Context: an optimization exercise on an open-source flow, tuned for small area, a short achievable clock period and few clock cycles. The choices shown serve that exercise and are no tape-out recipe. Where RTL was checked, it was by simulation tests only, not by an equivalence proof against the original. The RTL of runs 1 to 3 was laid out without a check of its function.

==> design.v <==
module Bfloat16_add(input [15:0] c, input [15:0] d, output [15:0] sum);
    wire cbig = c[14:0] >= d[14:0];
    wire [15:0] b = cbig ? c : d;
    wire [15:0] s = cbig ? d : c;
    wire [7:0] ed = b[14:7] - s[14:7];
    wire [7:0] ns = (ed[7:3] != 5'd0) ? 8'd0 : ({1'b1, s[6:0]} >> ed[2:0]);
    wire [7:0] nb = {1'b1, b[6:0]};
    wire sub = c[15] ^ d[15];
    wire [8:0] r = sub ? {1'b0, nb} - {1'b0, ns} : {1'b0, nb} + {1'b0, ns};
    reg [2:0] pos;
    always @(*) begin
        casez (r[7:1])
            7'b1??????: pos = 3'd0;
            7'b01?????: pos = 3'd1;
            7'b001????: pos = 3'd2;
            7'b0001???: pos = 3'd3;
            7'b00001??: pos = 3'd4;
            7'b000001?: pos = 3'd5;
            7'b0000001: pos = 3'd6;
            default:    pos = 3'd7;
        endcase
    end
    wire [7:0] sh = r[7:0] << pos;
    wire [15:0] addres = r[8] ? {b[15], b[14:7] + 8'd1, r[7:1]} : {b[15], b[14:7], r[6:0]};
    wire [15:0] subres = (r[7:0] == 8'd0) ? 16'd0 :
                         {b[15], b[14:7] - {5'd0, pos}, (pos == 3'd7) ? 7'd0 : sh[6:0]};
    assign sum = sub ? subres : addres;
endmodule
module bf_addpos(input [14:0] c, input [14:0] d, output [14:0] sum);
    wire cbig = c >= d;
    wire [14:0] b = cbig ? c : d;
    wire [14:0] s = cbig ? d : c;
    wire [7:0] ed = b[14:7] - s[14:7];
    wire [7:0] ns = (ed[7:3] != 5'd0) ? 8'd0 : ({1'b1, s[6:0]} >> ed[2:0]);
    wire [8:0] r = {2'b01, b[6:0]} + {1'b0, ns};
    assign sum = r[8] ? {b[14:7] + 8'd1, r[7:1]} : {b[14:7], r[6:0]};
endmodule
module Bfloat16_mul(input [15:0] a, input [15:0] b, output [15:0] product);
    wire [15:0] fp = {1'b1, a[6:0]} * {1'b1, b[6:0]};
    wire [7:0] m8 = fp[15] ? fp[15:8] : fp[14:7];
    wire rb = fp[15] ? fp[7] : fp[6];
    wire [8:0] rm = {1'b0, m8} + {8'd0, rb};
    wire [7:0] ex = a[14:7] + b[14:7] + 8'd129 + {7'd0, fp[15]} + {7'd0, rm[8]};
    wire sg = a[15] ^ b[15];
    assign product = (a[14:0] == 15'd0 || b[14:0] == 15'd0) ? 16'd0 :
                     (a[14:7] == 8'd255 || b[14:7] == 8'd255) ? {sg, 8'd255, 7'd0} :
                     {sg, ex, rm[8] ? 7'd0 : rm[6:0]};
endmodule
module bf_sq(input [14:0] a, output [14:0] product);
    wire [15:0] fp = {1'b1, a[6:0]} * {1'b1, a[6:0]};
    wire [7:0] m8 = fp[15] ? fp[15:8] : fp[14:7];
    wire rb = fp[15] ? fp[7] : fp[6];
    wire [8:0] rm = {1'b0, m8} + {8'd0, rb};
    wire [7:0] ex = {a[13:7], 1'b0} + 8'd129 + {7'd0, fp[15]} + {7'd0, rm[8]};
    assign product = (a == 15'd0) ? 15'd0 :
                     (a[14:7] == 8'd255) ? {8'd255, 7'd0} :
                     {ex, rm[8] ? 7'd0 : rm[6:0]};
endmodule
module bf_dbl(input [15:0] a, output [15:0] y);
    assign y = (a[14:0] == 15'd0) ? 16'd0 :
               (a[14:7] == 8'd255) ? {a[15], 8'd255, 7'd0} :
               {a[15], a[14:7] + 8'd1, a[6:0]};
endmodule
module fitness_lin(input [15:0] x, input [15:0] y, output [15:0] u, output [15:0] v);
    wire [15:0] x2, y2, s1, s2;
    bf_dbl d1(y, y2);
    bf_dbl d2(x, x2);
    Bfloat16_add a1(x, y2, s1);
    Bfloat16_add a2(x2, y, s2);
    Bfloat16_add a3(s1, 16'hC0E0, u);
    Bfloat16_add a4(s2, 16'hC0A0, v);
endmodule
module fitness_sq(input [15:0] u, input [15:0] v, output [14:0] f);
    wire [14:0] u2, v2;
    bf_sq q1(u[14:0], u2);
    bf_sq q2(v[14:0], v2);
    bf_addpos a1(u2, v2, f);
endmodule
module twin_lfsr(input clk, input reset, input step, input [8:0] seed1, input [8:0] seed2,
                 output [15:0] n1, output [15:0] n2);
    reg [8:0] N1, N2;
    always @(posedge clk) begin
        if (reset) begin
            N1 <= seed1;
            N2 <= seed2;
        end else if (step) begin
            N1 <= {N1[7], N1[6], N1[5] ^ N1[8], N1[8], N1[0], N1[4], N1[3] ^ N1[0], N1[2], N1[1]};
            N2 <= {N2[7], N2[6], N2[5] ^ N2[8], N2[8], N2[0], N2[4], N2[3] ^ N2[0], N2[2], N2[1]};
        end
    end
    assign n1 = {N1[8], 5'b01111, N1[7], 1'b1, 1'b0, N1[6:0]};
    assign n2 = {N2[8], 5'b01111, N2[7], 1'b1, 1'b0, N2[6:0]};
endmodule
module BAS(input clk, input reset, input [8:0]count, input [8:0]seed1, input [8:0]seed2, input [15:0]xi, input [15:0]yi, input [15:0]P, input [15:0]E, output [15:0]xo, output [15:0]yo, output [15:0]fo, output [31:0]clk_cnt, output reg done);
    localparam K_NONE = 3'd0, K_INIT = 3'd1, K_R = 3'd2, K_L = 3'd3, K_T0 = 3'd4, K_T1 = 3'd5;
    reg [15:0] x, y, p, e;
    reg [14:0] f;
    reg [8:0] cnt, itc;
    reg [2:0] ph;
    reg ini, run;
    wire [15:0] dx, dy;
    twin_lfsr lfsr(clk, reset, run && ph == 3'd2, seed1, seed2, dx, dy);
    wire s0_e = run && (ph == 3'd1 || ph == 3'd2);
    wire s0_sx = (run && ph == 3'd0) ? ~dx[15] : (run && ph == 3'd1) ? 1'b0 : (run && ph == 3'd2) ? 1'b1 : dx[15];
    wire s0_sy = (run && ph == 3'd0) ? ~dy[15] : (run && ph == 3'd1) ? 1'b0 : (run && ph == 3'd2) ? 1'b1 : dy[15];
    wire [15:0] s0_a = s0_e ? e : p;
    wire [15:0] mx, my;
    Bfloat16_mul m1(s0_a, {s0_sx, dx[14:0]}, mx);
    Bfloat16_mul m2(s0_a, {s0_sy, dy[14:0]}, my);
    reg [15:0] opx, opy;
    wire [2:0] k0 = ini ? K_INIT : !run ? K_NONE :
                    (ph == 3'd0) ? K_R : (ph == 3'd1) ? K_L : (ph == 3'd2) ? K_T0 : (ph == 3'd3) ? K_T1 : K_NONE;
    wire [15:0] ax, ay;
    Bfloat16_add a1(x, opx, ax);
    Bfloat16_add a2(y, opy, ay);
    reg [15:0] x1, y1;
    reg [2:0] k1;
    wire [15:0] u, v;
    fitness_lin lin(x1, y1, u, v);
    reg [15:0] u2, v2;
    reg [2:0] k2;
    reg [15:0] xt0, yt0;
    wire [14:0] fs;
    fitness_sq sq(u2, v2, fs);
    reg [14:0] fr, ft0;
    reg sg;
    wire [14:0] fc = sg ? fs : ft0;
    wire acc = fc <= f;
    wire last = (itc + 9'd1 == cnt);
    always @(posedge clk) begin
        opx <= mx;
        opy <= my;
        if (k0 != K_NONE) begin
            x1 <= ini ? x : ax;
            y1 <= ini ? y : ay;
        end
        u2 <= u;
        v2 <= v;
        if (k1 == K_T0) begin
            xt0 <= x1;
            yt0 <= y1;
        end
        if (k2 == K_R) fr <= fs;
        if (k2 == K_L) sg <= !(fr > fs);
        if (k2 == K_T0) ft0 <= fs;
        if (reset) begin
            x <= xi;
            y <= yi;
            p <= P;
            e <= E;
            cnt <= count;
            itc <= 9'd0;
            ph <= 3'd0;
            ini <= 1'b1;
            run <= 1'b0;
            done <= 1'b0;
            k1 <= K_NONE;
            k2 <= K_NONE;
        end else begin
            ini <= 1'b0;
            k1 <= k0;
            k2 <= k1;
            if (ini) run <= (cnt != 9'd0);
            if (run) ph <= (ph == 3'd5) ? 3'd0 : ph + 3'd1;
            if (k2 == K_INIT) begin
                f <= fs;
                if (cnt == 9'd0) done <= 1'b1;
            end
            if (k2 == K_T1) begin
                if (acc) begin
                    x <= sg ? x1 : xt0;
                    y <= sg ? y1 : yt0;
                    f <= fc;
                end
                itc <= itc + 9'd1;
                if (last) begin
                    done <= 1'b1;
                    run <= 1'b0;
                end
            end
        end
    end
    assign xo = x;
    assign yo = y;
    assign fo = {1'b0, f};
    assign clk_cnt = {23'd0, itc};
endmodule
==> run.sh <==
#!/bin/bash
# synth_recipe.tcl (not shown) runs the flow's synth.tcl, then flattens the netlist and writes it again
# the make line also repeats each setting of config.mk as NAME=value (left out here)
make -C /OpenROAD-flow-scripts/flow DESIGN_CONFIG=/design/flow/config.mk WORK_HOME=/design/flow/orfs CLKGATE_MAP_FILE= SYNTH_SCRIPT=/design/flow/synth_recipe.tcl finish
==> config.mk <==
export PLATFORM = sky130hd
export DESIGN_NAME = BAS
export DESIGN_NICKNAME = BAS
export VERILOG_FILES = /design/flow/design.v
export SDC_FILE = /design/flow/constraint.sdc
export NUM_CORES = 8
export LEC_CHECK = 0
export CAP_MARGIN = 20
export CORE_MARGIN = 2
export CORE_UTILIZATION = 45
export SLEW_MARGIN = 20
==> constraint.sdc <==
create_clock -name core_clock -period 72.0 [get_ports {clk}]
set_input_delay 14.4000 -clock core_clock [delete_from_list [all_inputs] [get_ports {clk}]]
set_output_delay 14.4000 -clock core_clock [all_outputs]
set_load 0.01 [all_outputs]
==> results of run 1 <==
[worst max-delay path: cells and delay by family, from the launching register on]
kind                       cells  cell delay (ns)
and+or+nand+nor               22             4.49
buffers and inverters         11             1.11
AOI/OAI and AO/OA             31             5.85
adders and majority gates     14             3.84
muxes                          2             0.73
xor gates and xnor gates       2             0.87
DFF                            1             0.48
[cell type report]
cell class                 count  area share, %
clock buffer                  53           2.66
clock inverter                17          0.363
inverter                     427           3.87
multi-input combinational   3733           66.7
sequential                   284           18.6
tap                         1080           3.27
timing repair buffer         199           4.51
[cell usage in the layout, fill, tap and decap left out, types with 50 or more instances in the layout]
cell,netlist,routed
nand2_1,484,483
inv_1,420,420
nor2_1,369,368
ha_1,349,349
a21oi_1,270,269
o21ai_0,247,247
edfxtp_1,201,201
mux2i_1,157,157
xnor2_1,156,156
clkdlybuf4s50_1,0,148
fa_1,135,135
nor3_1,120,118
xor2_1,104,103
nand3_1,98,98
and2_1,94,94
dfxtp_1,83,82
a21o_1,70,70
nand4_1,63,63
mux2_2,60,60
o21a_1,59,59
nor2b_1,52,52
buf_4,25,50
[registers in the layout (all words and copies together) (netlist names), 16 cells and up]
| name | count |
|---|---|
| e | 16 |
| opx | 16 |
| opy | 16 |
| p | 16 |
| x1 | 16 |
| x | 16 |
| xt0 | 16 |
| y1 | 16 |
| y | 16 |
| yt0 | 16 |
[cell families (layout without fill, tap and decap cells)]
kind of cell    after synthesis  in the layout  share of synthesized area, %
buf+inv                     648            696                          6.97
other cells                   1             26                       0.00993
fa+ha+maj                   484            484                          18.7
mux                         231            231                          6.71
simple gates               1559           1559                          20.0
compound gates             1171           1171                          21.1
flops                       284            284                          20.4
xor+xnor                    262            262                          6.12
[stage by stage]
step,setup slack (ns),utilization [%],std cells
CTS,54.20,49.6,5793
detailed placement,54.31,48.1,5723
global route,52.37,49.6,5793
finish,54.14,49.6,5793
floorplan,55.50,-,4665
global placement,54.88,48.1,5723
[layer usage]
| metal | wire, µm | up-vias | part of all wire (%) |
|---|---|---|---|
| li1 | - | 16736 | - |
| met1 | 53100 | 16373 | 47 |
| met2 | 48800 | 983 | 44 |
| met3 | 6520 | 167 | 5.8 |
| met4 | 3490 | 0 | 3.1 |
| met5 | 0 | - | 0 |
[worst max-delay path by stage]
stage	startpoint	end	slack, ns	cells past startpoint
finish	u2[4]	x[9]	54.14	82
global route	u2[4]	x[13]	52.37	82
CTS	u2[4]	x[9]	54.20	82
detailed placement	u2[4]	x[11]	54.31	82
global placement	u2[2]	x[11]	54.88	80
floorplan	reset	x[0]	55.50	4
==> impl_metrics.env, run 1 <==
export IMPL_status="timing/DRC/antenna clean"
export IMPL_hold_end="k2[2]"
export IMPL_synth_ff_type="edfxtp_1"
export IMPL_stdcell_area_mm2=0.0414
export IMPL_antenna_cells=0
export IMPL_start_util_pct=45.3
export IMPL_cts_resized=0
export IMPL_end_kind="flip-flop"
export IMPL_dr_total_vias=34259
export IMPL_layout_drive_gt1_share_pct=6.00
export IMPL_vias_per_cell=5.91
export IMPL_core_area_mm2=0.0834
export IMPL_max_stage_delay_ns=0.95
export IMPL_timing_hold_ws_ns=0.454
export IMPL_ctsHoldBuffers=0
export IMPL_fin_crit_ns=17.86
export IMPL_grt_max_degree=86
export IMPL_finalSetupViolations=0
export IMPL_synth_yosys_seq_area_share_pct=20.4
export IMPL_grt_pass1_vias=32662
export IMPL_slew_limit_headroom_pct=23.3
export IMPL_seqCellArea_mm2=0.00770
export IMPL_num_rows=106
export IMPL_io_buffers=149
export IMPL_drc=0
export IMPL_cts_num_sinks=284
export IMPL_holdPathStages=1
export IMPL_place_congestion=0.966
export IMPL_yosysTopAreaCellShare_pct=16.0
export IMPL_grt_overflow=0
export IMPL_met1_usage_pct=37.1
export IMPL_dieArea_mm2=0.0863
export IMPL_tns_ns=0
export IMPL_grt_usage_pct=25.8
export IMPL_synth_edff_count=201
export IMPL_grt_busiest_layer="met2"
export IMPL_wl_per_cell_um=19.3
export IMPL_io_pins=174
export IMPL_finalNetCount=5260
export IMPL_worstHoldStart="k1[2]"
export IMPL_ys_ff_latch=284
export IMPL_synth_most_common_cell="nand2_1"
export IMPL_nFillCells=8220
export IMPL_placed_area_mm2=0.0401
export IMPL_synthesis_area_mm2=0.0378
export IMPL_grt_use_met2_pct=40.1
export IMPL_die_h_um=294
export IMPL_clock_root_buffer="clkbuf_16"
export IMPL_synth_common_cells="nand2_1 (484), inv_1 (420), nor2_1 (369)"
export IMPL_start_kind="flip-flop"
export IMPL_htree_num_levels=2
export IMPL_drv_cap=0
export IMPL_rr_worst_depth=82
export IMPL_r2r_end="x[9]"
export IMPL_dpl_hpwl_um=88300
export IMPL_drt_total_wl_um=112000
export IMPL_multi_input_area_mm2=0.0276
export IMPL_die_w_um=294
export IMPL_yosysTopAreaCell="edfxtp_1"
export IMPL_crit_slowest_cell="nand2_2"
export IMPL_drtPass1Iterations=6
export IMPL_slew_violations=0
export IMPL_worstPathMaxFanout=32
export IMPL_cp_data_required_time_ns=72.17
export IMPL_grt_pass1_wl_um=181000
export IMPL_crit_top_cell="ha_1"
export IMPL_netlist_instances=4640
export IMPL_antenna_found_initial=1
export IMPL_area_growth_pct=9.57
export IMPL_cts_buffers_inserted=38
export IMPL_netlist_top_cells_area="edfxtp_1 (16%), ha_1 (12%), fa_1 (7.2%), nand2_1 (4.8%), dfxtp_1 (4.4%)"
export IMPL_worstSetupPathType="reg -> reg"
export IMPL_hold_viol=0
export IMPL_post_route_period_util_pct=24.8
export IMPL_async_flop_share_pct=0
export IMPL_clk_latency_ns=0.58
export IMPL_hold_path_class="reg -> reg"
export IMPL_met3_usage_pct=3.39
export IMPL_arrival_ns=18.03
export IMPL_timing_rr_start="u2[4]"
export IMPL_postSynthAreaPerCell_um2=8.14
export IMPL_ant_nets=0
export IMPL_cts_tree="built"
export IMPL_post_cts_buffers=0
export IMPL_clk_pin_slew_ns=0.06
export IMPL_drtIter0Drc=2801
export IMPL_clockBufferDepth=3
export IMPL_rsz0062_at_grt="false"
export IMPL_synth_warnings=3
export IMPL_worst_pin_slew_ns=1.14
export IMPL_max_clock_freq_mhz=56.0
export IMPL_fin_skew_ns=0.0383
export IMPL_ys_types=125
export IMPL_reg2reg_slack_ns=54.14
==> run 2: changes to the inputs <==
--- a/design.v
+++ b/design.v
@@ -98,51 +98,51 @@
     reg [8:0] cnt, itc;
     reg [2:0] ph;
     reg ini, run;
+    wire ph0 = ph == 3'd0, ph1 = ph == 3'd1, ph2 = ph == 3'd2;
+    wire ph3 = ph == 3'd3, ph4 = ph == 3'd4, ph5 = ph == 3'd5;
     wire [15:0] dx, dy;
-    twin_lfsr lfsr(clk, reset, run && ph == 3'd2, seed1, seed2, dx, dy);
-    wire s0_e = run && (ph == 3'd1 || ph == 3'd2);
-    wire s0_sx = (run && ph == 3'd0) ? ~dx[15] : (run && ph == 3'd1) ? 1'b0 : (run && ph == 3'd2) ? 1'b1 : dx[15];
-    wire s0_sy = (run && ph == 3'd0) ? ~dy[15] : (run && ph == 3'd1) ? 1'b0 : (run && ph == 3'd2) ? 1'b1 : dy[15];
-    wire [15:0] s0_a = s0_e ? e : p;
-    wire [15:0] mx, my;
-    Bfloat16_mul m1(s0_a, {s0_sx, dx[14:0]}, mx);
-    Bfloat16_mul m2(s0_a, {s0_sy, dy[14:0]}, my);
-    reg [15:0] opx, opy;
+    twin_lfsr lfsr(clk, reset, ph1, seed1, seed2, dx, dy);
+    wire useE = ph0 | ph1;
+    wire useY = ph5 | ph1;
+    wire [15:0] ma = useE ? e : p;
+    wire [15:0] d = useY ? dy : dx;
+    wire [15:0] mp;
+    Bfloat16_mul m1(ma, {d[15] & !useE, d[14:0]}, mp);
+    reg [15:0] opx, opy, opt;
+    wire flip = (ph1 & (p[14:0] != 15'd0)) | ((ph3 | (ph4 & sg)) & (e[14:0] != 15'd0));
+    wire [15:0] sx = {opx[15] ^ flip, opx[14:0]};
+    wire [15:0] sy = {opy[15] ^ flip, opy[14:0]};
+    wire [15:0] ax, ay;
+    Bfloat16_add a1(x, sx, ax);
+    Bfloat16_add a2(y, sy, ay);
     wire [2:0] k0 = ini ? K_INIT : !run ? K_NONE :
-                    (ph == 3'd0) ? K_R : (ph == 3'd1) ? K_L : (ph == 3'd2) ? K_T0 : (ph == 3'd3) ? K_T1 : K_NONE;
-    wire [15:0] ax, ay;
-    Bfloat16_add a1(x, opx, ax);
-    Bfloat16_add a2(y, opy, ay);
+                    ph0 ? K_R : ph1 ? K_L : ph2 ? K_T0 : ph3 ? K_T1 : K_NONE;
     reg [15:0] x1, y1;
     reg [2:0] k1;
     wire [15:0] u, v;
     fitness_lin lin(x1, y1, u, v);
     reg [15:0] u2, v2;
     reg [2:0] k2;
-    reg [15:0] xt0, yt0;
     wire [14:0] fs;
     fitness_sq sq(u2, v2, fs);
-    reg [14:0] fr, ft0;
-    reg sg;
-    wire [14:0] fc = sg ? fs : ft0;
-    wire acc = fc <= f;
+    reg [14:0] fr;
+    reg sg, acc0;
+    wire acc = fs <= f;
     wire last = (itc + 9'd1 == cnt);
     always @(posedge clk) begin
-        opx <= mx;
-        opy <= my;
-        if (k0 != K_NONE) begin
+        if (ph4) opx <= mp;
+        if (ph1) opx <= opt;
+        if (ph0) opt <= mp;
+        if (ph5 | ph1) opy <= mp;
+        if (ini | (k0 != K_NONE) | ph4) begin
             x1 <= ini ? x : ax;
             y1 <= ini ? y : ay;
         end
         u2 <= u;
         v2 <= v;
-        if (k1 == K_T0) begin
-            xt0 <= x1;
-            yt0 <= y1;
-        end
         if (k2 == K_R) fr <= fs;
         if (k2 == K_L) sg <= !(fr > fs);
-        if (k2 == K_T0) ft0 <= fs;
+        if (k2 == K_T0) acc0 <= acc;
         if (reset) begin
             x <= xi;
             y <= yi;
@@ -150,9 +150,9 @@
             e <= E;
             cnt <= count;
             itc <= 9'd0;
-            ph <= 3'd0;
+            ph <= 3'd4;
             ini <= 1'b1;
-            run <= 1'b0;
+            run <= count != 9'd0;
             done <= 1'b0;
             k1 <= K_NONE;
             k2 <= K_NONE;
@@ -160,18 +160,18 @@
             ini <= 1'b0;
             k1 <= k0;
             k2 <= k1;
-            if (ini) run <= (cnt != 9'd0);
-            if (run) ph <= (ph == 3'd5) ? 3'd0 : ph + 3'd1;
+            ph <= ph5 ? 3'd0 : ph + 3'd1;
             if (k2 == K_INIT) begin
                 f <= fs;
-                if (cnt == 9'd0) done <= 1'b1;
+                if (!run) done <= 1'b1;
             end
+            if (k2 == K_T0 && !sg && acc) f <= fs;
             if (k2 == K_T1) begin
-                if (acc) begin
-                    x <= sg ? x1 : xt0;
-                    y <= sg ? y1 : yt0;
-                    f <= fc;
+                if (sg ? acc : acc0) begin
+                    x <= x1;
+                    y <= y1;
                 end
+                if (sg && acc) f <= fs;
                 itc <= itc + 9'd1;
                 if (last) begin
                     done <= 1'b1;
==> impl_metrics.env, run 2 <==
export IMPL_muxShareOfSynthArea_pct=7.07
export IMPL_holdPathStages=1
export IMPL_mostFrequentLayoutCell="nand2_1"
export IMPL_nFillCells=7695
export IMPL_synth_top_family_by_area="compound AO/OA/AOI/OAI gates"
export IMPL_worst_pin_slew_ns=1.12
export IMPL_seqCellArea_mm2=0.00713
export IMPL_crit_slowest_cell="or4b_2"
export IMPL_cp_data_required_time_ns=72.30
export IMPL_clock_root_buffer="clkbuf_16"
export IMPL_netlist_top_cells_area="edfxtp_1 (18%), ha_1 (12%), fa_1 (5.7%), nand2_1 (4.7%), xnor2_1 (4.3%)"
export IMPL_fin_crit_ns=17.61
export IMPL_layout_drive_gt1_share_pct=6.60
export IMPL_post_cts_buffers=0
export IMPL_tns_ns=0
export IMPL_postSynthAreaPerCell_um2=8.05
export IMPL_synth_compound_area_share_pct=22.8
export IMPL_met3_usage_pct=2.40
export IMPL_mostFrequentLayoutCells="nand2_1 (439), inv_1 (366), nor2_1 (341), ha_1 (321), a21oi_1 (297)"
export IMPL_drtPass1Iterations=6
export IMPL_synth_adder_area_share_pct=17.2
export IMPL_synth_simple_area_share_pct=19.2
export IMPL_post_route_period_util_pct=24.5
export IMPL_synthesis_area_mm2=0.0349
export IMPL_finalNetCount=4899
export IMPL_met1_usage_pct=34.4
export IMPL_grt_pass1_wl_um=161000
export IMPL_arrival_ns=17.91
export IMPL_grt_busiest_layer="met2"
export IMPL_max_stage_delay_ns=0.70
export IMPL_die_h_um=282
export IMPL_drv_cap=0
export IMPL_finalSetupViolations=0
export IMPL_io_pins=174
export IMPL_dieArea_mm2=0.0797
export IMPL_antenna_found_initial=0
export IMPL_core_area_mm2=0.0771
export IMPL_rr_worst_depth=79
export IMPL_start_kind="flip-flop"
export IMPL_netlist_instances=4332
export IMPL_fin_skew_ns=0.0230
export IMPL_synth_common_cells="nand2_1 (439), inv_1 (366), nor2_1 (341)"
export IMPL_clk_pin_slew_ns=0.06
export IMPL_cts_resized=0
export IMPL_hold_viol=0
export IMPL_start_util_pct=45.2
export IMPL_vias_per_cell=5.88
export IMPL_slew_limit_headroom_pct=25.1
export IMPL_synth_warnings=3
export IMPL_drt_total_wl_um=101000
export IMPL_worstSetupPathType="reg -> reg"
export IMPL_synth_ff_type="edfxtp_1"
export IMPL_ys_types=111
export IMPL_crit_top_cell="a21oi_1"
export IMPL_worstPathMaxFanout=25
export IMPL_drc=0
export IMPL_grt_pass1_vias=30109
export IMPL_ys_ff_latch=254
export IMPL_dpl_hpwl_um=79300
export IMPL_timing_hold_ws_ns=0.449
export IMPL_cts_buffers_inserted=34
export IMPL_synth_edff_count=204
export IMPL_max_clock_freq_mhz=56.8
export IMPL_cts_tree="built"
export IMPL_ant_nets=0
export IMPL_clk_latency_ns=0.56
export IMPL_ctsHoldBuffers=0
export IMPL_status="timing/DRC/antenna clean"
export IMPL_grt_max_degree=65
export IMPL_synth_yosys_seq_area_share_pct=20.4
export IMPL_rsz0062_at_grt="false"
export IMPL_drtIter0Drc=2538
export IMPL_grt_overflow=0
export IMPL_antenna_cells=0
export IMPL_die_w_um=282
export IMPL_cts_num_sinks=254
export IMPL_yosysTopAreaCellShare_pct=17.6
export IMPL_clockBufferDepth=3
export IMPL_place_congestion=0.950
export IMPL_slew_violations=0
export IMPL_async_flop_share_pct=0
export IMPL_io_buffers=149
export IMPL_grt_use_met2_pct=41.1
export IMPL_yosysTopAreaCell="edfxtp_1"
export IMPL_num_rows=102
export IMPL_end_kind="flip-flop"
export IMPL_dr_total_vias=32039
export IMPL_htree_num_levels=2
export IMPL_hold_path_class="reg -> reg"
export IMPL_wl_per_cell_um=18.6
export IMPL_multi_input_area_mm2=0.0256
export IMPL_synth_xor_area_share_pct=6.68
export IMPL_grt_usage_pct=24.9
export IMPL_area_growth_pct=10.3
export IMPL_synth_most_common_cell="nand2_1"
==> run 2: changes by cell type after synthesis, moves of 23 or more <==
cell     delta
buf_2      -23
fa_1       -36
dfxtp_1    -33
nand2_1    -45
mux2_2     +26
and2_1     -41
a21oi_1    +29
mux2i_1    -38
ha_1       -28
o21a_1     -28
nor2_1     -28
inv_1      -54
==> run 2: cell type report <==
| class | count | share of cell area, % |
|---|---|---|
| Multi-Input combinational cell | 3524 | 66.6 |
| Timing Repair Buffer | 201 | 4.94 |
| Clock inverter | 18 | 0.560 |
| Inverter | 371 | 3.62 |
| Clock buffer | 43 | 2.33 |
| Sequential cell | 254 | 18.5 |
| Tap cell | 1040 | 3.39 |
==> run 2: metrics by stage <==
stage          util [%]  cells  worst slack (ns)  area [µm²]
6_report           49.9   5451             54.39       38400
4_1_cts            49.8   5450             54.03       38400
3_5_place_dp       48.4   5389             54.08       37300
2_1_floorplan         -   4355             54.58       34900
5_1_grt            49.9   5451             52.86       38400
3_3_place_gp       48.4   5389             54.67       37300
==> run 2: critical path: cells and delay by family (launching register included) <==
kind	cells	cell delay (ns)
adders and majority gates	10	3.10
AOI/OAI and AO/OA	42	7.73
muxes	2	0.76
DFF	1	0.53
and+or+nand+nor	15	3.43
buffers and inverters	9	1.11
xor gates and xnor gates	1	0.67
==> run 2: final timing paths <==
check	slack, ns	from	endpoint
min reg2reg	0.45	k1[1]	k2[1]
min	0.45	k1[1]	k2[1]
max	54.39	v2[0]	f[1]
max reg2reg	54.39	v2[0]	f[1]
==> run 2: metal layers <==
metal | share of wire, % | vias to the layer above
met4 | 2.7 | 0
met5 | 0 | -
li1 | - | 15841
met2 | 46 | 916
met1 | 46 | 15143
met3 | 5.1 | 139
==> run 2: cells by family (layout without fill, tap and decap cells) <==
group / Yosys count / in the layout
AOI/OAI and AO/OA: 1193 / 1193
other: 1 / 24
and+or+nand+nor: 1402 / 1402
xor gates and xnor gates: 266 / 266
muxes: 219 / 219
DFF: 254 / 254
adders and majority gates: 420 / 420
buffers and inverters: 577 / 633
==> run 3: changes to the inputs <==
--- a/config.mk
+++ b/config.mk
@@ -5,6 +5,7 @@
 export SDC_FILE = /design/flow/constraint.sdc
 export NUM_CORES = 8
 export LEC_CHECK = 0
+export ABC_AREA = 1
 export CAP_MARGIN = 20
 export CORE_MARGIN = 2
 export CORE_UTILIZATION = 45
==> impl_metrics.env, run 3 <==
export IMPL_async_flop_share_pct=0
export IMPL_cts_num_sinks=254
export IMPL_antenna_cells=0
export IMPL_io_buffers=149
export IMPL_clock_root_buffer="clkbuf_16"
export IMPL_worstSetupPathType="reg -> reg"
export IMPL_area_growth_pct=9.81
export IMPL_ys_ff_latch=254
export IMPL_cts_tree="built"
export IMPL_max_stage_delay_ns=0.77
export IMPL_num_rows=100
export IMPL_wl_per_cell_um=15.1
export IMPL_ys_types=83
export IMPL_wl_met2_um=41700
export IMPL_slew_limit_headroom_pct=22.6
export IMPL_arrival_ns=17.25
export IMPL_timing_rr_start="v2[3]"
export IMPL_mostFrequentLayoutCell="nand2_1"
export IMPL_crit_slowest_cell="nand2_1"
export IMPL_start_kind="flip-flop"
export IMPL_finalNetCount=5468
export IMPL_postSynthAreaPerCell_um2=6.90
export IMPL_ctsHoldBuffers=0
export IMPL_synth_yosys_seq_area_share_pct=21.3
export IMPL_crit_start="v2[3]"
export IMPL_ant_nets=0
export IMPL_wl_met3_um=3690
export IMPL_clk_latency_ns=0.57
export IMPL_synth_most_common_cell="nand2_1"
export IMPL_drtIter0Drc=2132
export IMPL_yosysTopAreaCellShare_pct=18.3
export IMPL_drv_cap=0
export IMPL_post_cts_buffers=0
export IMPL_core_area_mm2=0.0741
export IMPL_die_h_um=277
export IMPL_finalSetupViolations=0
export IMPL_htree_num_levels=2
export IMPL_worst_pin_slew_ns=1.15
export IMPL_grt_overflow=0
export IMPL_cp_data_required_time_ns=72.31
export IMPL_worstHoldStart="k1[0]"
export IMPL_die_w_um=277
export IMPL_status="timing/DRC/antenna clean"
export IMPL_synth_ff_type="edfxtp_1"
export IMPL_drtPass1Iterations=5
export IMPL_io_pins=174
export IMPL_grt_usage_pct=23.1
export IMPL_place_congestion=0.935
export IMPL_synth_edff_count=204
export IMPL_hold_path_class="reg -> reg"
export IMPL_post_route_util_pct=49.7
export IMPL_grt_max_degree=92
export IMPL_synth_warnings=3
export IMPL_netlist_top_cells_area="edfxtp_1 (18%), nand2_1 (13%), ha_1 (12%), inv_1 (8.5%), o21ai_0 (6.1%)"
export IMPL_dr_total_vias=30879
export IMPL_mostFrequentLayoutCells="nand2_1 (1,146), inv_1 (755), o21ai_0 (404), nor2_1 (391), ha_1 (321)"
export IMPL_end_kind="flip-flop"
export IMPL_critical_path_top_delay_family="simple AND/OR/NAND/NOR gates"
export IMPL_fin_skew_ns=0.0130
export IMPL_tns_ns=0
export IMPL_synthesis_area_mm2=0.0335
export IMPL_start_util_pct=45.3
export IMPL_clk_pin_slew_ns=0.06
export IMPL_cts_buffers_inserted=34
export IMPL_crit_top_cell="nand2_1"
export IMPL_yosysTopAreaCell="edfxtp_1"
export IMPL_rsz0062_at_grt="false"
export IMPL_fin_crit_ns=16.94
export IMPL_max_clock_freq_mhz=59.0
export IMPL_layout_drive_gt1_share_pct=6.65
export IMPL_vias_per_cell=5.19
export IMPL_path_buf_inv=16
export IMPL_synth_common_cells="nand2_1 (1,146), inv_1 (756), o21ai_0 (406)"
export IMPL_drc=0
export IMPL_wirelength_met1_um=42000
export IMPL_drt_total_wl_um=89900
export IMPL_setup_slack_ns=55.06
export IMPL_post_route_period_util_pct=23.5
export IMPL_antenna_found_initial=0
export IMPL_cts_resized=0
export IMPL_top_layer_used="met4"
export IMPL_grt_pass1_vias=28720
export IMPL_netlist_instances=4862
export IMPL_worstPathMaxFanout=30
export IMPL_dpl_worst_slack_ns=55.09
export IMPL_clockBufferDepth=3
export IMPL_dpl_hpwl_um=74100
export IMPL_hold_viol=0
export IMPL_dieArea_mm2=0.0767
export IMPL_grt_pass1_wl_um=146000
export IMPL_slew_violations=0
[run 3: changes by cell type after synthesis, sizes merged, moves of 41 or more]
cell    delta
and2      -41
xnor2    -108
a211oi    -41
a21o      -68
a21oi     -97
o21ai    +195
nand3    +194
mux2      -79
nor2b     -54
mux2i    -113
inv      +416
clkbuf    -69
nor2      +76
nand2    +804
[run 3: per-layer routing]
layer  up-vias  global-route usage, %
met5         -                      0
met4         0                   6.70
met3       124                   2.43
met2       626                   39.0
met1     14036                   31.1
li1      16093                      -
[run 3: through the flow]
| step | hold slack, ns | area, µm² | std cells |
|---|---|---|---|
| after global placement | 0.391 | 35700 | 5888 |
| after CTS | 0.403 | 36800 | 5949 |
| after global routing | 0.427 | 36800 | 5949 |
| after floorplan | 0.388 | 33600 | 4885 |
| after detailed placement | 0.393 | 35700 | 5888 |
| final | 0.403 | 36800 | 5949 |
[run 3: cells by family (layout without fill, tap and decap cells)]
family,count (synthesis),in the layout,synth area share (%)
adder cells (fa/ha/maj),420,420,17.9
flip-flops,254,254,21.3
AND/OR/NAND/NOR,2212,2212,29.8
other,1,24,0.0112
AO/OA/AOI/OAI,847,847,14.3
buffers and inverters,922,1017,11.2
XOR/XNOR,192,192,5.04
multiplexers,14,14,0.448
[run 3: layout make-up]
type,count,area (µm²)
clock buffers,43,895
inverters,794,3000
clock inverters,18,253
repair buffers,162,1590
multi-input cells,3709,22700
well taps,969,1210
flip-flops and latches,254,7130
fillers,7583,37300
[run 3: path summary, 6_finish.rpt]
check           to  slack [ns]  cells past startpoint
max           f[8]       55.06                     85
min          k2[0]        0.40                      2
max reg2reg   f[8]       55.06                     85
min reg2reg  k2[0]        0.40                      2
[run 3: tightest hold or removal path, cell delays in order, from the launching register on]
cell and delay (ns):
dfxtp_1 0.29, inv_1 0.04, nor2_1 0.03
==> run 4: changes to the inputs <==
--- a/design.v
+++ b/design.v
@@ -109,26 +109,29 @@
     wire [15:0] mp;
     Bfloat16_mul m1(ma, {d[15] & !useE, d[14:0]}, mp);
     reg [15:0] opx, opy, opt;
-    wire flip = (ph1 & (p[14:0] != 15'd0)) | ((ph3 | (ph4 & sg)) & (e[14:0] != 15'd0));
+    reg [14:0] f3, fr;
+    reg [15:0] x1, y1;
+    reg [2:0] k1, k2, k3;
+    reg sg, acc0;
+    wire sgc = !(fr > f3);                           
+    wire le = f3 <= f;
+    wire upd = (k3 == K_T1) && (sg ? le : acc0);      
+    wire last = (itc + 9'd1 == cnt);
+    wire [15:0] xs = upd ? x1 : x;
+    wire [15:0] ys = upd ? y1 : y;
+    wire flip = (ph1 & (p[14:0] != 15'd0)) | ((ph3 | (ph4 & sgc)) & (e[14:0] != 15'd0));
     wire [15:0] sx = {opx[15] ^ flip, opx[14:0]};
     wire [15:0] sy = {opy[15] ^ flip, opy[14:0]};
     wire [15:0] ax, ay;
-    Bfloat16_add a1(x, sx, ax);
-    Bfloat16_add a2(y, sy, ay);
+    Bfloat16_add a1(xs, sx, ax);
+    Bfloat16_add a2(ys, sy, ay);
     wire [2:0] k0 = ini ? K_INIT : !run ? K_NONE :
                     ph0 ? K_R : ph1 ? K_L : ph2 ? K_T0 : ph3 ? K_T1 : K_NONE;
-    reg [15:0] x1, y1;
-    reg [2:0] k1;
     wire [15:0] u, v;
     fitness_lin lin(x1, y1, u, v);
     reg [15:0] u2, v2;
-    reg [2:0] k2;
     wire [14:0] fs;
     fitness_sq sq(u2, v2, fs);
-    reg [14:0] fr;
-    reg sg, acc0;
-    wire acc = fs <= f;
-    wire last = (itc + 9'd1 == cnt);
     always @(posedge clk) begin
         if (ph4) opx <= mp;
         if (ph1) opx <= opt;
@@ -140,9 +143,10 @@
         end
         u2 <= u;
         v2 <= v;
-        if (k2 == K_R) fr <= fs;
-        if (k2 == K_L) sg <= !(fr > fs);
-        if (k2 == K_T0) acc0 <= acc;
+        f3 <= fs;
+        if (k3 == K_R) fr <= f3;
+        if (k3 == K_L) sg <= sgc;
+        if (k3 == K_T0) acc0 <= le;
         if (reset) begin
             x <= xi;
             y <= yi;
@@ -156,22 +160,22 @@
             done <= 1'b0;
             k1 <= K_NONE;
             k2 <= K_NONE;
+            k3 <= K_NONE;
         end else begin
             ini <= 1'b0;
             k1 <= k0;
             k2 <= k1;
+            k3 <= k2;
             ph <= ph5 ? 3'd0 : ph + 3'd1;
-            if (k2 == K_INIT) begin
-                f <= fs;
+            if (k3 == K_INIT) begin
+                f <= f3;
                 if (!run) done <= 1'b1;
             end
-            if (k2 == K_T0 && !sg && acc) f <= fs;
-            if (k2 == K_T1) begin
-                if (sg ? acc : acc0) begin
-                    x <= x1;
-                    y <= y1;
-                end
-                if (sg && acc) f <= fs;
+            if (k3 == K_T0 && !sg && le) f <= f3;
+            if (k3 == K_T1) begin
+                if (sg && le) f <= f3;
+                x <= xs;
+                y <= ys;
                 itc <= itc + 9'd1;
                 if (last) begin
                     done <= 1'b1;
==> flow/run.sh (new file) <==
#!/bin/bash
# The standard layout, with plain buf_1 cells as the port buffers
set -euo pipefail
bash standard.sh "BUFFER_PORTS_ARGS=-buffer_cell sky130_fd_sc_hd__buf_1" finish > standard.log 2>&1
==> standard.sh (new file) <==
#!/bin/bash
# synth_recipe.tcl (not shown) runs the flow's synth.tcl, then flattens the netlist and writes it again
# the make line also repeats each setting of config.mk as NAME=value (left out here)
make -C /OpenROAD-flow-scripts/flow DESIGN_CONFIG=/design/flow/config.mk WORK_HOME=/design/flow/orfs CLKGATE_MAP_FILE= SYNTH_SCRIPT=/design/flow/synth_recipe.tcl "${@:-finish}"
removed: run.sh
==> impl_metrics.env, run 4 <==
export IMPL_yosysTopAreaCell="edfxtp_1"
export IMPL_worstSetupPathType="in -> reg"
export IMPL_yosysTopAreaCellShare_pct=17.9
export IMPL_fin_skew_ns=0.0213
export IMPL_htree_num_levels=2
export IMPL_wl_per_cell_um=15.2
export IMPL_core_area_mm2=0.0757
export IMPL_dpl_hpwl_um=75800
export IMPL_setup_slack_ns=55.90
export IMPL_finalNetCount=5584
export IMPL_grt_usage_pct=23.4
export IMPL_dpl_worst_slack_ns=55.29
export IMPL_mostFrequentLayoutCell="nand2_1"
export IMPL_grt_max_degree=67
export IMPL_cts_buffers_inserted=36
export IMPL_cts_resized=0
export IMPL_synth_ff_type="edfxtp_1"
export IMPL_area_growth_pct=7.39
export IMPL_start_kind="input port"
export IMPL_drtIter0Drc=2093
export IMPL_tns_ns=0
export IMPL_cts_num_sinks=272
export IMPL_start_util_pct=45.2
export IMPL_clk_latency_ns=0.56
export IMPL_finalSetupViolations=0
export IMPL_ys_ff_latch=272
export IMPL_hold_path_class="reg -> reg"
export IMPL_path_cells="clkbuf_4 > inv_2 > nand2_1"
export IMPL_vias_per_cell=5.21
export IMPL_ys_types=84
export IMPL_clockBufferDepth=3
export IMPL_antenna_found_initial=1
export IMPL_io_buffers=149
export IMPL_die_h_um=280
export IMPL_drtPass1Iterations=6
export IMPL_hold_viol=0
export IMPL_worst_pin_slew_ns=1.04
export IMPL_reg2reg_slack_ns=57.21
export IMPL_timing_hold_ws_ns=0.403
export IMPL_timing_rr_start="y1[8]"
export IMPL_crit_slowest_cell="inv_2"
export IMPL_arrival_ns=16.19
export IMPL_dr_total_vias=31661
export IMPL_synth_most_common_cell="nand2_1"
export IMPL_worstPathMaxFanout=34
export IMPL_netlist_instances=4957
export IMPL_synth_edff_count=204
export IMPL_slew_limit_headroom_pct=30.6
export IMPL_io_pins=174
export IMPL_status="timing/DRC/antenna clean"
export IMPL_mostFrequentLayoutCells="nand2_1 (1,195), inv_1 (763), o21ai_0 (419), nor2_1 (399), ha_1 (324)"
export IMPL_cts_tree="built"
export IMPL_post_cts_buffers=0
export IMPL_max_clock_freq_mhz=62.1
export IMPL_fin_crit_ns=16.10
export IMPL_synthesis_area_mm2=0.0342
export IMPL_netlist_top_cells_area="edfxtp_1 (18%), nand2_1 (13%), ha_1 (12%), inv_1 (8.4%), o21ai_0 (6.1%)"
export IMPL_crit_start="reset"
export IMPL_postSynthAreaPerCell_um2=6.91
export IMPL_end_kind="flip-flop"
export IMPL_post_route_period_util_pct=22.4
export IMPL_cp_data_required_time_ns=72.08
export IMPL_clock_root_buffer="clkbuf_16"
export IMPL_synth_common_cells="nand2_1 (1,197), inv_1 (765), o21ai_0 (419)"
export IMPL_layout_drive_gt1_share_pct=7.28
export IMPL_clk_pin_slew_ns=0.06
export IMPL_place_congestion=0.937
export IMPL_synth_yosys_seq_area_share_pct=21.9
export IMPL_grt_pass1_wl_um=150000
export IMPL_cp_endpoint="lfsr.N1[6]"
export IMPL_grt_overflow=0
export IMPL_async_flop_share_pct=0
export IMPL_r2r_end="u2[13]"
export IMPL_synth_warnings=3
export IMPL_dieArea_mm2=0.0783
export IMPL_drv_cap=0
export IMPL_grt_pass1_vias=29295
export IMPL_slew_violations=0
export IMPL_drt_total_wl_um=92600
export IMPL_die_w_um=280
export IMPL_rsz0062_at_grt="false"
export IMPL_ant_nets=0
export IMPL_nFillCells=7681
export IMPL_num_rows=101
export IMPL_ctsHoldBuffers=0
export IMPL_rr_worst_depth=88
export IMPL_max_stage_delay_ns=0.77
export IMPL_drc=0
## run 4: cell types whose count changed after synthesis, moves of 7 or more
cell	previous run	this run
nand4_1	66	76
a31oi_1	33	43
nand2_1	1146	1197
inv_1	756	765
xnor2_1	64	56
o211ai_1	49	42
dfxtp_1	50	68
nor2_1	391	399
o21ai_0	406	419
xor2_1	127	135
clkbuf_1	75	63
a21oi_1	202	183
## run 4: cells by family (layout without fill, tap and decap cells)
kind of cell             Yosys count  count (layout)  share of synthesized area (%)
AO/OA/AOI/OAI                    841             841                           13.9
XOR/XNOR                         191             191                           4.88
adder cells (fa/ha/maj)          423             423                           17.6
buffers and inverters            932            1046                           11.1
flip-flops                       272             272                           21.9
multiplexers                      16              16                          0.501
other                              1              27                         0.0109
AND/OR/NAND/NOR                 2281            2281                           30.1
## run 4: per-layer routing
metal	wire length, µm	up-vias	GRT usage, %
met5	0	-	0
li1	-	16445	-
met1	43200	14414	31.9
met4	2380	0	6.25
met3	4200	129	2.84
met2	42800	673	39.2
## run 4: critical path, delay by kind of cell
kind	cells	cell delay [ns]
AND/OR/NAND/NOR	1	0.77
buffers and inverters	2	0.99
## run 4: area by class of cell
class / instances / area [µm²] / share of cell area [%]
antenna: 2 / 5.00 / 0.0136
sequential: 272 / 7490 / 20.4
multi-input combinational: 3777 / 23100 / 62.7
clock inverter: 22 / 218 / 0.592
clock buffer: 43 / 968 / 2.63
inverter: 809 / 3070 / 8.33
timing repair buffer: 172 / 736 / 2.00
tap: 978 / 1220 / 3.33
## run 4: worst min path at each step
| stage | startpoint | endpoint | slack (ns) | cells past startpoint |
|---|---|---|---|---|
| finish | k2[0] | k3[0] | 0.40 | 2 |
| global route | k1[2] | k2[2] | 0.43 | 2 |
| detailed placement | k1[0] | k2[0] | 0.39 | 2 |
| global placement | k1[0] | k2[0] | 0.39 | 2 |
| CTS | k1[0] | k2[0] | 0.40 | 2 |
| floorplan | k1[0] | k2[0] | 0.39 | 2 |
## run 4: per-stage QoR
stage                     util (%)  cell area [µm²]  instances
after floorplan                  -            34300       4981
after global placement        47.0            35600       6008
after detailed placement      47.0            35600       6008
after CTS                     48.6            36800       6073
after global routing          48.6            36800       6073
final                         48.6            36800       6075
Testbench counts of run 4, summed over its fixed seeds: cycles 288,456.
==> run 5: changes to the inputs <==
==> run.sh (new file) <==
#!/bin/bash
# synth_recipe.tcl (not shown) runs the flow's synth.tcl, then flattens the netlist and writes it again
# the make line also repeats each setting of config.mk as NAME=value (left out here)
make -C /OpenROAD-flow-scripts/flow DESIGN_CONFIG=/design/flow/config.mk WORK_HOME=/design/flow/orfs CLKGATE_MAP_FILE= SYNTH_SCRIPT=/design/flow/synth_recipe.tcl finish
removed: flow/run.sh
removed: standard.sh
==> impl_metrics.env, run 5 <==
export IMPL_wl_per_cell_um=15.4
export IMPL_ant_nets=0
export IMPL_grt_pass1_vias=29559
export IMPL_place_inst=6006
export IMPL_hold_end="k3[1]"
export IMPL_layout_drive_gt1_share_pct=7.05
export IMPL_ys_types=84
export IMPL_hold_viol=0
export IMPL_arrival_ns=16.45
export IMPL_yosysTopAreaCell="edfxtp_1"
export IMPL_end_kind="flip-flop"
export IMPL_synth_most_common_cell="nand2_1"
export IMPL_grt_overflow=0
export IMPL_fin_crit_ns=16.26
export IMPL_finalNetCount=5580
export IMPL_postSynthAreaPerCell_um2=6.91
export IMPL_place_congestion=0.929
export IMPL_slew_violations=0
export IMPL_synth_yosys_seq_area_share_pct=21.9
export IMPL_ys_ff_latch=272
export IMPL_dieArea_mm2=0.0783
export IMPL_die_w_um=280
export IMPL_fin_skew_ns=0.0286
export IMPL_tns_ns=0
export IMPL_max_clock_freq_mhz=61.5
export IMPL_num_rows=101
export IMPL_drtIter0Drc=2353
export IMPL_worstHoldStart="k2[1]"
export IMPL_synth_ff_type="edfxtp_1"
export IMPL_htree_num_levels=2
export IMPL_rr_worst_depth=84
export IMPL_core_area_mm2=0.0757
export IMPL_start_util_pct=45.2
export IMPL_cts_num_sinks=272
export IMPL_drc=0
export IMPL_cp_data_required_time_ns=72.19
export IMPL_cts_tree="built"
export IMPL_timing_hold_ws_ns=0.392
export IMPL_worst_pin_slew_ns=1.06
export IMPL_vias_per_cell=5.22
export IMPL_start_kind="input port"
export IMPL_worstPathMaxFanout=64
export IMPL_grt_pass1_wl_um=152000
export IMPL_clockBufferDepth=3
export IMPL_mostFrequentLayoutCells="nand2_1 (1,195), inv_1 (763), o21ai_0 (419), nor2_1 (399), ha_1 (324)"
export IMPL_post_route_period_util_pct=22.6
export IMPL_hold_path_class="reg -> reg"
export IMPL_post_cts_buffers=0
export IMPL_drtPass1Iterations=6
export IMPL_placed_area_mm2=0.0365
export IMPL_worstSetupPathType="in -> reg"
export IMPL_netlist_top_cells_area="edfxtp_1 (18%), nand2_1 (13%), ha_1 (12%), inv_1 (8.4%), o21ai_0 (6.1%)"
export IMPL_holdPathStages=2
export IMPL_grt_usage_pct=23.7
export IMPL_clk_pin_slew_ns=0.06
export IMPL_mostFrequentLayoutCell="nand2_1"
export IMPL_timing_rr_start="y1[8]"
export IMPL_dpl_hpwl_um=76200
export IMPL_synth_warnings=3
export IMPL_antenna_cells=0
export IMPL_async_flop_share_pct=0
export IMPL_yosysTopAreaCellShare_pct=17.9
export IMPL_die_h_um=280
export IMPL_finalSetupViolations=0
export IMPL_area_growth_pct=9.65
export IMPL_reg2reg_slack_ns=57.43
export IMPL_clk_latency_ns=0.56
export IMPL_clock_root_buffer="clkbuf_16"
export IMPL_r2r_end="u2[13]"
export IMPL_stdcell_area_mm2=0.0376
export IMPL_io_buffers=149
export IMPL_ctsHoldBuffers=0
export IMPL_synthesis_area_mm2=0.0342
export IMPL_cts_resized=0
export IMPL_rsz0062_at_grt="false"
export IMPL_drv_cap=0
export IMPL_synth_common_cells="nand2_1 (1,197), inv_1 (765), o21ai_0 (419)"
export IMPL_synth_edff_count=204
export IMPL_final_cells=6068
export IMPL_status="timing/DRC/antenna clean"
export IMPL_netlist_instances=4957
export IMPL_antenna_found_initial=0
export IMPL_drt_total_wl_um=93500
export IMPL_cts_buffers_inserted=34
export IMPL_slew_limit_headroom_pct=29.1
export IMPL_grt_max_degree=81
export IMPL_dr_total_vias=31672
export IMPL_io_pins=174
-- run 5: stage by stage --
stage               setup WS (ns)  utilization, %
finish                      55.74            49.6
CTS                         55.72            49.6
global route                55.58            49.6
global placement            55.16            48.2
floorplan                   55.76               -
detailed placement          55.15            48.2
-- run 5: worst max-delay path by stage --
stage | slack (ns) | endpoint | cells after the start | from
global placement | 55.16 | y[5] | 4 | reset
CTS | 55.72 | x[10] | 4 | reset
floorplan | 55.76 | lfsr.N1[0] | 4 | reset
detailed placement | 55.15 | x[10] | 4 | reset
finish | 55.74 | y[12] | 4 | reset
global route | 55.58 | y[12] | 4 | reset
-- run 5: layout make-up --
cell class              instances  area [µm²]
clock inverters                18         143
inverters                     809        3070
fillers                      7752       38100
clock buffers                  44         910
flip-flops and latches        272        7490
multi-input cells            3777       23100
repair buffers                170        1650
well taps                     978        1220
-- run 5: layer usage --
| layer | wire length [µm] | track usage (%) | vias up |
|---|---|---|---|
| li1 | - | - | 16437 |
| met1 | 43600 | 32.6 | 14451 |
| met2 | 43100 | 39.4 | 654 |
| met3 | 4130 | 2.37 | 130 |
| met4 | 2630 | 6.64 | 0 |
| met5 | 0 | 0 | - |
-- run 5: worst max-delay path, cell delays in order --
cell     delay [ns]
buf_4          0.51
inv_2          0.59
nand2_2        0.35
buf_4          0.47
-- run 5: cells by family (layout without fill, tap and decap cells) --
family / count (synthesis) / after routing / synth area share [%]
AO/OA/AOI/OAI: 841 / 841 / 13.9
multiplexers: 16 / 16 / 0.501
AND/OR/NAND/NOR: 2281 / 2281 / 30.1
other: 1 / 25 / 0.0109
XOR/XNOR: 191 / 191 / 4.88
flip-flops: 272 / 272 / 21.9
buffers and inverters: 932 / 1041 / 11.1
adder cells (fa/ha/maj): 423 / 423 / 17.6
==> run 6: changes to the inputs <==
==> flow/run.sh (new file) <==
#!/bin/bash
# The standard layout, with plain buf_1 cells as the port buffers and
# timing repair aiming at 57 ns of setup slack (a 15 ns path)
set -euo pipefail
bash standard.sh "BUFFER_PORTS_ARGS=-buffer_cell sky130_fd_sc_hd__buf_1" SETUP_SLACK_MARGIN=57 finish > standard.log 2>&1
==> standard.sh (new file) <==
#!/bin/bash
# synth_recipe.tcl (not shown) runs the flow's synth.tcl, then flattens the netlist and writes it again
# the make line also repeats each setting of config.mk as NAME=value (left out here)
make -C /OpenROAD-flow-scripts/flow DESIGN_CONFIG=/design/flow/config.mk WORK_HOME=/design/flow/orfs CLKGATE_MAP_FILE= SYNTH_SCRIPT=/design/flow/synth_recipe.tcl "${@:-finish}"
removed: run.sh
==> impl_metrics.env, run 6 <==
export IMPL_synth_xor_area_share_pct=4.88
export IMPL_synth_most_common_cell="nand2_1"
export IMPL_async_flop_share_pct=0
export IMPL_crit_slowest_cell="edfxtp_1"
export IMPL_synth_adder_area_share_pct=17.6
export IMPL_grt_overflow=0
export IMPL_worstSetupPathType="reg -> out"
export IMPL_synth_simple_area_share_pct=30.1
export IMPL_slew_violations=0
export IMPL_grt_pass1_wl_um=154000
export IMPL_drtIter0Drc=2355
export IMPL_path_cells="clkbuf_2"
export IMPL_synth_top_family_by_area="simple AND/OR/NAND/NOR gates"
export IMPL_placed_area_mm2=0.0356
export IMPL_synth_common_cells="nand2_1 (1,197), inv_1 (765), o21ai_0 (419)"
export IMPL_core_area_mm2=0.0757
export IMPL_place_congestion=0.893
export IMPL_grt_pass1_vias=30097
export IMPL_die_w_um=280
export IMPL_synth_compound_area_share_pct=13.9
export IMPL_netlist_instances=4957
export IMPL_synth_warnings=3
export IMPL_postSynthAreaPerCell_um2=6.91
export IMPL_hold_path_class="reg -> reg"
export IMPL_yosysTopAreaCellShare_pct=17.9
export IMPL_die_h_um=280
export IMPL_mostFrequentLayoutCell="nand2_1"
export IMPL_num_rows=101
export IMPL_fin_crit_ns=15.53
export IMPL_finalSetupViolations=0
export IMPL_dpl_hpwl_um=75500
export IMPL_cts_tree="built"
export IMPL_place_inst=6004
export IMPL_final_cells=6156
export IMPL_worstPathMaxFanout=2
export IMPL_tns_ns=0
export IMPL_synth_yosys_seq_area_share_pct=21.9
export IMPL_layout_drive_gt1_share_pct=10.5
export IMPL_vias_per_cell=5.26
export IMPL_max_stage_delay_ns=0.42
export IMPL_path_buf_inv=1
export IMPL_wl_per_cell_um=15.6
export IMPL_muxShareOfSynthArea_pct=0.501
export IMPL_cts_buffers_inserted=34
export IMPL_dieArea_mm2=0.0783
export IMPL_max_clock_freq_mhz=64.4
export IMPL_cp_data_required_time_ns=57.60
export IMPL_htree_num_levels=2
export IMPL_status="timing/DRC/antenna clean"
export IMPL_clockBufferDepth=3
export IMPL_ys_types=84
export IMPL_hold_viol=0
export IMPL_stdcell_area_mm2=0.0380
export IMPL_slew_limit_headroom_pct=23.0
export IMPL_netlist_top_cells_area="edfxtp_1 (18%), nand2_1 (13%), ha_1 (12%), inv_1 (8.4%), o21ai_0 (6.1%)"
export IMPL_worst_pin_slew_ns=1.15
export IMPL_dr_total_vias=32353
export IMPL_rsz0062_at_grt="true"
export IMPL_mostFrequentLayoutCells="nand2_1 (1,191), inv_1 (758), o21ai_0 (414), nor2_1 (397), ha_1 (322)"
export IMPL_finalNetCount=5668
export IMPL_ys_ff_latch=272
export IMPL_clk_latency_ns=0.57
export IMPL_post_route_period_util_pct=21.6
export IMPL_synth_ff_type="edfxtp_1"
export IMPL_ctsHoldBuffers=0
export IMPL_grt_max_degree=64
export IMPL_yosysTopAreaCell="edfxtp_1"
export IMPL_fin_skew_ns=0.0272
export IMPL_drtPass1Iterations=8
export IMPL_start_kind="flip-flop"
export IMPL_start_util_pct=45.2
export IMPL_clk_pin_slew_ns=0.06
export IMPL_nFillCells=7589
export IMPL_end_kind="primary output"
export IMPL_arrival_ns=1.13
export IMPL_antenna_found_initial=1
export IMPL_cts_num_sinks=272
export IMPL_drv_cap=0
export IMPL_area_growth_pct=11.0
export IMPL_critical_path_top_delay_family="flip-flops"
export IMPL_synth_edff_count=204
export IMPL_io_buffers=149
export IMPL_drc=0
export IMPL_synthesis_area_mm2=0.0342
export IMPL_clock_root_buffer="clkbuf_16"
export IMPL_grt_usage_pct=24.0
export IMPL_ant_nets=0
export IMPL_drt_total_wl_um=96300
export IMPL_io_pins=174
[run 6: cell counts after synthesis]
Identical to the previous run, type by type.
[run 6: logic make-up (layout without fill, tap and decap cells)]
family / after synthesis / after routing
xor+xnor: 191 / 191
compound gates: 841 / 841
other cells: 1 / 26
mux: 16 / 16
flops: 272 / 272
fa+ha+maj: 423 / 423
simple gates: 2281 / 2288
buf+inv: 932 / 1121
[run 6: area by class of cell]
cell class / instances / area (µm²) / area share, %
Timing Repair inverter: 1 / 11.3 / 0.0296
Tap cell: 978 / 1220 / 3.22
Antenna cell: 1 / 2.50 / 0.00658
Clock inverter: 25 / 358 / 0.941
Sequential cell: 272 / 7500 / 19.7
Timing Repair Buffer: 250 / 1590 / 4.19
Multi-Input combinational cell: 3784 / 23300 / 61.4
Inverter: 809 / 3100 / 8.15
Clock buffer: 36 / 890 / 2.34
[run 6: path summary, 6_finish.rpt]
kind | start | end | slack, ns | cells after the start
setup / recovery | x[2] | xo[2] | 56.47 | 1
hold / removal | k2[0] | k3[0] | 0.40 | 2
setup reg to reg | y1[8] | u2[13] | 58.16 | 86
hold reg to reg | k2[0] | k3[0] | 0.40 | 2
[run 6: routing by layer]
| layer | vias to the layer above | track usage [%] | part of all wire (%) |
|---|---|---|---|
| li1 | 16627 | - | - |
| met4 | 0 | 5.61 | 2.3 |
| met5 | - | 0 | 0 |
| met2 | 690 | 41.4 | 47 |
| met3 | 117 | 2.32 | 4.3 |
| met1 | 14919 | 32.3 | 46 |
[run 6: what timing repair did]
| item | 4_1_cts | 5_1_grt |
|---|---|---|
| gates resized for setup | 64 | 71 |
| endpoints found under the hold margin | 0 | 0 |
| setup buffers | 46 | 33 |
| pin swaps | 1 | 7 |
| gates cloned | 4 | 7 |
| setup endpoints to repair | 190 | 139 |
[run 6: through the flow]
step / utilization, % / worst slack [ns] / hold slack [ns]
floorplan: - / 56.79 / 0.388
global placement: 47.0 / 55.60 / 0.392
CTS: 49.5 / 56.44 / 0.403
detailed placement: 47.0 / 55.61 / 0.395
global route: 50.2 / 56.42 / 0.416
finish: 50.2 / 56.47 / 0.402

==> separate check: timing with driven ports <==
How much do the figures lean on ideal ports? The routed layouts below were timed once more, with nothing changed but the port constraints.
Step 1, drivers: a clkbuf_16 drives clk and a buf_2 each remaining input, both assumed.
Step 2 also shifts input and output timing later by t, the mid clock arrival at the registers, as if the neighbouring blocks saw the same clock.
Slacks: ideal ports / drivers / drivers and shift; pairs: ideal ports / drivers.
run	t, ns	slack for setup (ns)	clock arrival spread, ns	worst data-port slew with drivers (ns)
run 1	0.633	54.138 / 54.138 / 54.138	0.038 / 0.039	0.07
run 2	0.615	54.389 / 54.389 / 54.389	0.024 / 0.023	0.09
run 3	0.625	55.063 / 55.063 / 55.063	0.013 / 0.013	0.07
run 4	0.612	55.897 / 55.937 / 55.325	0.022 / 0.022	0.07
run 5	0.613	55.740 / 55.781 / 55.168	0.031 / 0.032	0.07
run 6	0.621	56.467 / 56.402 / 56.439	0.032 / 0.031	0.07
After both steps every run listed still meets setup and hold.
